Context: an optimization exercise on an open-source flow, tuned for small area. The choices shown serve that exercise and are no tape-out recipe. RTL that was checked went through simulation tests only; none was proved equivalent to the original. No activity file was given, so power comes from the tool's default toggle rates.

== the previous run ==
==> module inert_intf, before the edit <==
module inert_intf(clk, rst_n, tmr_full, vld, vld_d, ptch, SS_n, SCLK, MOSI, MISO, INT);
    input clk, rst_n;
    input tmr_full;           
    output vld;               
    output reg vld_d;         
    output [15:0] ptch;       
    output SS_n, SCLK, MOSI;
    input MISO;
    input INT;
    localparam [3:0] INIT1 = 4'd0, INIT2 = 4'd1, INIT3 = 4'd2, INIT4 = 4'd3,
                     CHECK = 4'd4, READ1 = 4'd5, READ2 = 4'd6, READ3 = 4'd7,
                     READ4 = 4'd8, VALID = 4'd9;
    reg [3:0] state, nxt_state;
    wire done, busy, rx0;
    wire [7:0] rd;
    wire [3:0] idx;
    reg wrt;
    SPI_mstr16 #(.RW(8)) mstr(.clk(clk), .rst_n(rst_n), .wrt(wrt), .MISO(MISO),
                    .SCLK(SCLK), .SS_n(SS_n), .done(done), .busy(busy), .fin(),
                    .rx0(rx0), .rd(rd), .mosi_idx(idx));
    reg [15:0] cmd;
    always_comb
        case (state)
            INIT2:   cmd = 16'h0D02;
            INIT3:   cmd = 16'h1053;
            INIT4:   cmd = 16'h1150;
            READ2:   cmd = 16'hA200;
            READ3:   cmd = 16'hA300;
            READ4:   cmd = 16'hAC00;
            VALID:   cmd = 16'hAD00;
            default: cmd = 16'h1460;    
        endcase
    assign MOSI = busy ? cmd[idx] : rx0;
    reg INT_meta, INT_stab;
    always_ff @(posedge clk, negedge rst_n)
        if (!rst_n) begin
            INT_meta <= 1'b0;
            INT_stab <= 1'b0;
        end else begin
            INT_meta <= INT;
            INT_stab <= INT_meta;
        end
    always_ff @(posedge clk, negedge rst_n)
        if (!rst_n)
            vld_d <= 1'b0;
        else
            vld_d <= vld;
    always_ff @(posedge clk, negedge rst_n)
        if (!rst_n)
            state <= INIT1;
        else
            state <= nxt_state;
    always_comb begin
        nxt_state = state;
        wrt = 1'b0;
        case (state)
            INIT1: if (tmr_full) begin wrt = 1'b1; nxt_state = INIT2; end
            INIT2: if (done) begin wrt = 1'b1; nxt_state = INIT3; end
            INIT3: if (done) begin wrt = 1'b1; nxt_state = INIT4; end
            INIT4: if (done) begin wrt = 1'b1; nxt_state = CHECK; end
            CHECK: if (INT_stab) nxt_state = READ1;
            READ1: if (done) begin wrt = 1'b1; nxt_state = READ2; end
            READ2: if (done) begin wrt = 1'b1; nxt_state = READ3; end
            READ3: if (done) begin wrt = 1'b1; nxt_state = READ4; end
            READ4: if (done) begin wrt = 1'b1; nxt_state = VALID; end
            VALID: if (done) nxt_state = CHECK;
            default: nxt_state = INIT1;
        endcase
    end
    assign vld = (state == VALID) && done;
    reg [7:0] ptch_h, ptch_l, AZ_h;
    always_ff @(posedge clk) begin
        if (state == READ2 && done) ptch_l <= rd;
        if (state == READ3 && done) ptch_h <= rd;
    end
    always_ff @(posedge clk, negedge rst_n)
        if (!rst_n)
            AZ_h <= 8'h00;
        else if (vld_d)
            AZ_h <= rd;
    inertial_integrator integ(.clk(clk), .rst_n(rst_n), .upd(vld_d),
                              .ld_fus(state == READ4 && done),
                              .ptch_rt({ptch_h, ptch_l}), .AZ({AZ_h, rd}), .ptch(ptch));
endmodule
make LEC_CHECK=0 CAP_MARGIN=20 CORE_MARGIN=2 CORE_UTILIZATION=75 CTS_BUF_LIST=sky130_fd_sc_hd__clkbuf_8 CTS_CLUSTER_DIAMETER=60 CTS_CLUSTER_SIZE=16 SLEW_MARGIN=20 finish   # period 12.0 ns
run.sh (not shown) runs the stock make flow with config.mk's settings and CLKGATE_MAP_FILE= SYNTH_SCRIPT=/design/flow/synth_recipe.tcl, a recipe that flattens the netlist after the stock synthesis.
Setup changes, the previous run to the current run
--- a/flow/design.v
+++ b/flow/design.v
@@ -265,14 +265,14 @@
     output reg vld_d;         
     output [15:0] ptch;       
     output SS_n, SCLK, MOSI;
     input MISO;
     input INT;
     localparam [3:0] INIT1 = 4'd0, INIT2 = 4'd1, INIT3 = 4'd2, INIT4 = 4'd3,
-                     CHECK = 4'd4, READ1 = 4'd5, READ2 = 4'd6, READ3 = 4'd7,
-                     READ4 = 4'd8, VALID = 4'd9;
+                     CHECK = 4'd4, READ1 = 4'd5, READ2 = 4'd8, READ3 = 4'd9,
+                     READ4 = 4'd10, VALID = 4'd11;
     reg [3:0] state, nxt_state;
     wire done, busy, rx0;
     wire [7:0] rd;
     wire [3:0] idx;
     reg wrt;
     SPI_mstr16 #(.RW(8)) mstr(.clk(clk), .rst_n(rst_n), .wrt(wrt), .MISO(MISO),
Findings:
Looking at the current run and the previous run, the buffering overhead is a wash.
Against the previous run, worst hold slack in the current run came out worse.
Comparing instance area at placement for the current run and the previous run, the smaller number came from the current run.
The current run against the previous run: flip-flop and latch count neither gained nor lost much; fraction of the cycle the final worst path needs fell by 0.21 points; share of final-layout standard cells stronger than drive strength 1 flat.
The previous run → the current run: synthesized area per cell went up by 0.15 um^2; synthesized cell area went down by 1.7%; number of resized instances in the post-cts repair step went up by 2.

Another version of the RTL of Segway (not shown whole).
Size: ~1800 cells after synthesis.
==> module A2D_intf, before the edit <==
module A2D_intf(clk, rst_n, nxt, lft_e, rght_e, batt_low, SS_n, SCLK, MOSI, MISO);
    input clk, rst_n;
    input nxt;
    output reg [11:0] lft_e, rght_e;
    output reg batt_low;
    input MISO;
    output MOSI, SCLK, SS_n;
    localparam [1:0] IDLE = 2'd0, WRITE = 2'd2, UPDATE = 2'd3, READ = 2'd1;
    reg [1:0] state, nxt_state;
    reg [1:0] count;
    reg wrt, update;
    wire done, busy, fin, rx0;
    wire [11:0] rd;
    wire [3:0] idx;
    SPI_mstr16 #(.RW(12)) master(.clk(clk), .rst_n(rst_n), .wrt(wrt), .MISO(MISO),
                    .SCLK(SCLK), .SS_n(SS_n), .done(done), .busy(busy), .fin(fin),
                    .rx0(rx0), .rd(rd), .mosi_idx(idx));
    assign MOSI = busy ? ((idx == 4'd13) & (count != 2'd0)) | ((idx == 4'd11) & (count == 2'd2))
                       : rx0;
    always_ff @(posedge clk, negedge rst_n)
        if (!rst_n)
            count <= 2'b00;
        else if (update)
            count <= (count == 2'b10) ? 2'b00 : count + 2'd1;
    always_ff @(posedge clk, negedge rst_n)
        if (!rst_n)
            lft_e <= 12'h000;
        else if (state == READ && fin && count == 2'd0)
            lft_e <= rd;
    always_ff @(posedge clk, negedge rst_n)
        if (!rst_n)
            rght_e <= 12'h000;
        else if (state == READ && fin && count == 2'd1)
            rght_e <= rd;
    always_ff @(posedge clk, negedge rst_n)
        if (!rst_n)
            batt_low <= 1'b1;
        else if (update && count[1])
            batt_low <= (rd <= 12'h800);
    always_ff @(posedge clk, negedge rst_n)
        if (!rst_n)
            state <= IDLE;
        else
            state <= nxt_state;
    always_comb begin
        update = 1'b0;
        wrt = 1'b0;
        nxt_state = state;
        case (state)
            IDLE:   if (nxt) begin wrt = 1'b1; nxt_state = WRITE; end
            WRITE:  if (done) nxt_state = UPDATE;
            UPDATE: begin wrt = 1'b1; nxt_state = READ; end
            READ:   if (done) begin update = 1'b1; nxt_state = IDLE; end
        endcase
    end
endmodule
Settings: LEC_CHECK=0, CAP_MARGIN=20, CORE_MARGIN=2, CORE_UTILIZATION=82, CTS_BUF_LIST=sky130_fd_sc_hd__clkbuf_8, CTS_CLUSTER_DIAMETER=60, CTS_CLUSTER_SIZE=16, SLEW_MARGIN=20; clock period 12.0 ns.
Next try:
--- a/flow/design.v
+++ b/flow/design.v
@@ -603,5 +603,5 @@
     input MISO;
     output MOSI, SCLK, SS_n;
-    localparam [1:0] IDLE = 2'd0, WRITE = 2'd2, UPDATE = 2'd3, READ = 2'd1;
+    localparam [1:0] IDLE = 2'd0, WRITE = 2'd1, UPDATE = 2'd2, READ = 2'd3;
     reg [1:0] state, nxt_state;
     reg [1:0] count;
Core utilization climbs by 0.59 points.
Wire length climbs by 3.6%.
Die area climbs by 0.75%.
Synthesized area climbs by 0.78%.
Cell count climbs by 1.9%.
Clock power climbs by about 3%.
Design area climbs by 0.98%.
Power climbs by 0.78%.

Setup of blue:
Another version of the RTL of Segway (not shown whole).
Size in the first run: ~1800 cells after synthesis, roughly 300 flip-flops.
==> module integ_comb, before the edit <==
module integ_comb(input [26:0] ptch_int, input [15:0] ptch_rt, input [15:0] AZ, input fus,
                  output lt, output [26:0] nxt);
    wire [15:0] ptch = ptch_int[26:11];
    wire [8:0] azc_hi;
    wire [15:0] X;
    rca #(9) u_az3(.a(AZ[15:7]), .b(9'd3), .ci(1'b0), .s(azc_hi), .co());
    assign X = {azc_hi, AZ[6:0]};
    wire [18:0] Xe = {{3{X[15]}}, X};
    wire [18:0] X5, X7;
    rca #(19) u_x5b(.a({Xe[16:0], 2'b00}), .b(Xe), .ci(1'b0), .s(X5), .co());
    rca #(19) u_x7(.a({Xe[15:0], 3'b000}), .b(~Xe), .ci(1'b1), .s(X7), .co());
    wire [25:0] prod;
    rca #(26) u_pr(.a({X5[18], X5, 6'b0}), .b({{7{X7[18]}}, X7}), .ci(1'b0), .s(prod), .co());
    wire [15:0] acc = {{3{prod[25]}}, prod[25:13]};
    ltc #(16) u_cmp(.a({~ptch[15], ptch[14:0]}), .b({~acc[15], acc[14:0]}), .ci(1'b0), .lt(lt));
    wire [15:0] R;
    rca #(16) u_r(.a(ptch_rt), .b(16'hFC3E), .ci(1'b0), .s(R), .co());
    wire [26:0] B = ~{{11{R[15]}}, R};
    wire [16:0] T_hi;
    rca #(17) u_t(.a(B[26:10]), .b({17{~fus}}), .ci(fus), .s(T_hi), .co());
    rca #(27) u_n(.a(ptch_int), .b({T_hi, B[9:0]}), .ci(1'b1), .s(nxt), .co());
endmodule
==> module pid_comb, before the edit <==
module pid_comb(input [15:0] ptch, input [17:0] ptch_I_term, input [9:0] prev_ptch_err,
                output [9:0] e, output [17:0] integral, output ov, output [15:0] pid);
    assign e = ptch[15] ? (&ptch[14:9] ? ptch[9:0] : 10'h200)
                        : (|ptch[14:9] ? 10'h1ff : {1'b0, ptch[8:0]});
    rca #(18) u_i(.a({{8{e[9]}}, e}), .b(ptch_I_term), .ci(1'b0), .s(integral), .co());
    assign ov = (e[9] & ptch_I_term[17] & ~integral[17]) |
                (~e[9] & ~ptch_I_term[17] & integral[17]);
    wire [9:0] dd;
    rca #(10) u_d(.a(e), .b(~prev_ptch_err), .ci(1'b1), .s(dd), .co());
    wire [6:0] ds = dd[9] ? (&dd[8:6] ? dd[6:0] : 7'h40)
                          : (|dd[8:6] ? 7'h3f : {1'b0, dd[5:0]});
    wire [12:0] ee = {{3{e[9]}}, e};
    wire [12:0] e7;
    rca #(13) u_e7(.a({ee[9:0], 3'b000}), .b(~ee), .ci(1'b1), .s(e7), .co());
    wire [9:0] dse = {{3{ds[6]}}, ds};
    wire [9:0] d5;
    rca #(10) u_d5(.a({dse[7:0], 2'b00}), .b(dse), .ci(1'b0), .s(d5), .co());
    wire [14:0] pd;
    rca #(15) u_pd(.a({{2{e7[12]}}, e7}), .b({{4{d5[9]}}, d5, 1'b0}), .ci(1'b0), .s(pd), .co());
    rca #(16) u_pid(.a({pd, 1'b0}), .b(ptch_I_term[17:2]), .ci(1'b0), .s(pid), .co());
endmodule
make LEC_CHECK=0 CAP_MARGIN=20 CORE_MARGIN=2 CORE_UTILIZATION=75 CTS_BUF_LIST=sky130_fd_sc_hd__clkbuf_8 CTS_CLUSTER_DIAMETER=60 CTS_CLUSTER_SIZE=16 SLEW_MARGIN=20 finish   # period 12.0 ns
Here is what was changed in the inputs of purple compared with blue.
-- flow/design.v --
<<< blue, line 254
    wire [15:0] R;
    rca #(16) u_r(.a(ptch_rt), .b(16'hFC3E), .ci(1'b0), .s(R), .co());
    wire [26:0] B = ~{{11{R[15]}}, R};
    wire [16:0] T_hi;
    rca #(17) u_t(.a(B[26:10]), .b({17{~fus}}), .ci(fus), .s(T_hi), .co());
    rca #(27) u_n(.a(ptch_int), .b({T_hi, B[9:0]}), .ci(1'b1), .s(nxt), .co());
endmodule
module inert_intf(clk, rst_n, tmr_full, vld, vld_d, ptch, SS_n, SCLK, MOSI, MISO, INT);
>>> purple, line 254
    wire [15:0] R;
    rca #(16) u_r(.a(ptch_rt), .b(16'hFC3E), .ci(1'b0), .s(R), .co());
    wire [15:0] nR = ~R;                      
    wire [6:0] t7;
    rca #(7) u_t(.a({nR[15], nR[15:10]}), .b({7{~fus}}), .ci(fus), .s(t7), .co());
    rca #(27) u_n(.a(ptch_int), .b({{10{t7[6]}}, t7, nR[9:0]}), .ci(1'b1), .s(nxt), .co());
endmodule
module inert_intf(clk, rst_n, tmr_full, vld, vld_d, ptch, SS_n, SCLK, MOSI, MISO, INT);
<<< blue, line 413
    wire [9:0] d5;
    rca #(10) u_d5(.a({dse[7:0], 2'b00}), .b(dse), .ci(1'b0), .s(d5), .co());
    wire [14:0] pd;
    rca #(15) u_pd(.a({{2{e7[12]}}, e7}), .b({{4{d5[9]}}, d5, 1'b0}), .ci(1'b0), .s(pd), .co());
    rca #(16) u_pid(.a({pd, 1'b0}), .b(ptch_I_term[17:2]), .ci(1'b0), .s(pid), .co());
endmodule
module trq_comb(input [15:0] pid, input steer, input [8:0] diff,
>>> purple, line 413
    wire [9:0] d5;
    rca #(10) u_d5(.a({dse[7:0], 2'b00}), .b(dse), .ci(1'b0), .s(d5), .co());
    wire [13:0] pd;
    rca #(14) u_pd(.a({e7[12], e7}), .b({{3{d5[9]}}, d5, 1'b0}), .ci(1'b0), .s(pd), .co());
    rca #(16) u_pid(.a({pd[13], pd, 1'b0}), .b(ptch_I_term[17:2]), .ci(1'b0), .s(pid), .co());
endmodule
module trq_comb(input [15:0] pid, input steer, input [8:0] diff,
Results
Summary of the comparison: critical path depth is lower in purple, relative to blue.
purple vs blue — global-route met1 utilization dropped 3.4 points.
Summary of purple over blue: fill cell total of the finished layout fell 49, area share of fa/ha/maj cells after synthesis went down, total power picked up an extra 1.0%.
Taking blue as the reference point, the mean instance size in the synthesized netlist of purple falls by 0.49%.
The RTL of purple was laid out without a check of its function.
